This design comes from an exercise in tuning for small area, a short achievable clock period and few clock cycles per item on the open sky130 flow, not from production work. Function was checked by simulation only, so behaviour that the tests miss may differ from the original. No activity file was given, so power comes from the tool's default toggle rates.

Design MD5, start of the top module:
module MD5(
    input wire clk,
    input wire reset_n,
    input wire cs,
    input wire we,
    input wire [7:0] address,
    input wire [31:0] write_data,
    output wire [31:0] read_data
);
Size: ~6,500 cells after synthesis, about 800 flip-flops, roughly 76 I/O pins, ~0.048 sq mm of cells after synthesis.
export LEC_CHECK = 0
export ABC_AREA = 1
export CAP_MARGIN = 20
export CORE_MARGIN = 2
export CORE_UTILIZATION = 40
export SETUP_SLACK_MARGIN = 4.0
export SLEW_MARGIN = 20
export SYNTH_HIERARCHICAL = 1
create_clock -name core_clock -period 9.0 [get_ports {clk}]
standard.sh (not shown) runs the stock make flow with config.mk's settings and CLKGATE_MAP_FILE= SYNTH_SCRIPT=/design/flow/synth_recipe.tcl, a recipe that flattens the netlist after the stock synthesis.
==> flow/flow/run.sh <==
#!/bin/bash
# The standard layout (the standard.sh), with one change to synthesis: Yosys does not map
# adders to the library's full/half-adder cells (ADDER_MAP_FILE is empty), so ABC maps the
# adders' logic together with the rest. Registers are mapped exactly as in the standard synthesis.
# make's full output goes to flow_make.log; ORFS keeps each step's log under orfs/logs/.
set -euo pipefail
bash standard.sh ADDER_MAP_FILE= finish > flow_make.log 2>&1
Testbench counts at the start, summed over its fixed seeds: cycles 13,695, blocks 192.
Change:
==> flow/flow/run.sh (replaced) <==
#!/bin/bash
# The standard layout (the standard.sh) with two changes to synthesis:
# - Yosys does not map adders to the library's full/half-adder cells
#   (ADDER_MAP_FILE is empty), so ABC maps the adders' logic with the rest;
# - flow/synth.tcl runs synth_recipe.tcl with ABC mapping MD5_core with
#   flow/core_abc.script.
# Registers are mapped exactly as in the standard synthesis.
# make's full output goes to flow_make.log; ORFS keeps each step's log under orfs/logs/.
set -euo pipefail
bash standard.sh ADDER_MAP_FILE= SYNTH_SCRIPT="$PWD/flow/synth.tcl" finish > flow_make.log 2>&1
==> flow/flow/core_abc.script (new file) <==
strash
dc2
dch
map -B 0.9
topo
stime -c
buffer -c
upsize -c
dnsize -c
==> flow/flow/synth.tcl (new file) <==
# The standard flow's synthesis (synth_recipe.tcl, run unchanged), with one change: ABC maps
# the module MD5_core with the script core_abc.script (logic rewriting for area
# with dc2 before the mapping of ORFS's area script). Every other module is
# mapped with the script that the flow settings choose. ABC maps only
# combinational logic; registers are mapped by synth.tcl as in the standard
# synthesis.
set flow_dir [file dirname [file normalize [info script]]]
proc abc {args} {
  global flow_dir
  set i [lsearch -exact $args -script]
  set core [lreplace $args [expr {$i + 1}] [expr {$i + 1}] $flow_dir/core_abc.script]
  yosys abc {*}$core MD5_core
  yosys abc {*}$args * MD5_core %d
}
source [file dirname $flow_dir]/synth_recipe.tcl
CTS_CLUSTER_DIAMETER = 250   (was unset)
CTS_CLUSTER_SIZE = 16   (was unset)
What happened: Worst hold slack gets worse by 0.0045 ns; synthesized cell count decreases by about a fifth; worst setup slack gets worse by 2.0 ns; via count decreases by roughly a tenth.
Change:
==> flow/flow/run.sh (replaced) <==
#!/bin/bash
# The standard layout (the standard.sh), with one change to synthesis: Yosys does not map
# adders to the library's full/half-adder cells (ADDER_MAP_FILE is empty), so ABC maps the
# adders' logic together with the rest. Registers are mapped exactly as in the standard synthesis.
# make's full output goes to flow_make.log; ORFS keeps each step's log under orfs/logs/.
set -euo pipefail
bash standard.sh ADDER_MAP_FILE= finish > flow_make.log 2>&1
CAP_MARGIN = 8   (was 20)
CTS_CLUSTER_DIAMETER = unset   (was 250)
CTS_CLUSTER_SIZE = unset   (was 16)
SLEW_MARGIN = 8   (was 20)
removed: flow/flow/core_abc.script
removed: flow/flow/synth.tcl
=> The changed run went through all stages and came out clean. Total power is higher by roughly a tenth. Sequential cell count is unchanged. Sequential share of layout area decreases by 0.52 points. Maximum frequency rises by well over a third. Clock skew went down by 0.0033 ns. Clock power is higher by well over a third. Die area rose by a little under a tenth. Synthesized cell count came out higher by about a fifth. Count of clock-buffer cells in the layout climbs by 32. Register-to-register slack improves by 2.1 ns.
Change:
CAP_MARGIN = 20   (was 8)
CTS_CLUSTER_DIAMETER = 220   (was unset)
CTS_CLUSTER_SIZE = 18   (was unset)
SLEW_MARGIN = 20   (was 8)
Result:
- area after synthesis is unchanged
- routed wire length went down by 0.39%
- cell area went down by 2.4%
- power went down by 14%
Change:
CTS_CLUSTER_DIAMETER = unset   (was 220)
CTS_CLUSTER_SIZE = unset   (was 18)
SETUP_SLACK_MARGIN = 3.7   (was 4.0)
Outcome:
- wire length went down by 0.93%
- sequential power stays flat
- sequential share of layout area is about the same
- worst hold slack is worse by 0.0038 ns

[afterwards: timing with drivers on the ports]
How much do the figures lean on ideal ports? The routed layouts below were timed once more, with nothing changed but the port constraints.
Step 1 (the two cells are an assumption about what drives the block):
set clk [get_ports {clk}]
set_driving_cell -lib_cell sky130_fd_sc_hd__clkbuf_16 $clk
set_driving_cell -lib_cell sky130_fd_sc_hd__buf_2 [delete_from_list [all_inputs] $clk]
Step 2 adds t to the input delays and takes it off the output delays; t is the mean of the earliest and latest rising clock arrival at the registers after step 1. Input paths then give back, and output paths get back, about the clock's delay inside the block.
Three values: ideal, step 1, step 2; two values: the first two.
run | shift t [ns] | setup slack, ns | hold WS [ns] | clock arrival spread, ns | worst data-port slew with drivers (ns)
the first run | 0.748 | 4.072 / 4.039 / 3.515 | 0.480 / 0.480 / 0.480 | 0.078 / 0.078 | 0.16
the second run | 0.754 | 2.098 / 2.098 / 1.735 | 0.475 / 0.475 / 0.475 | 0.086 / 0.085 | 0.12
the third run | 0.748 | 4.070 / 4.037 / 3.502 | 0.479 / 0.479 / 0.479 | 0.077 / 0.077 | 0.16
the fourth run | 0.764 | 4.088 / 4.056 / 3.523 | 0.487 / 0.487 / 0.487 | 0.087 / 0.087 | 0.16
the fifth run | 0.746 | 3.733 / 3.711 / 3.080 | 0.483 / 0.483 / 0.483 | 0.079 / 0.079 | 0.15
After both steps setup and hold are still met in every run listed. For the fifth run, which loses most, drivers alone change the setup slack by -0.022 ns; drivers and shift together by -0.653 ns.
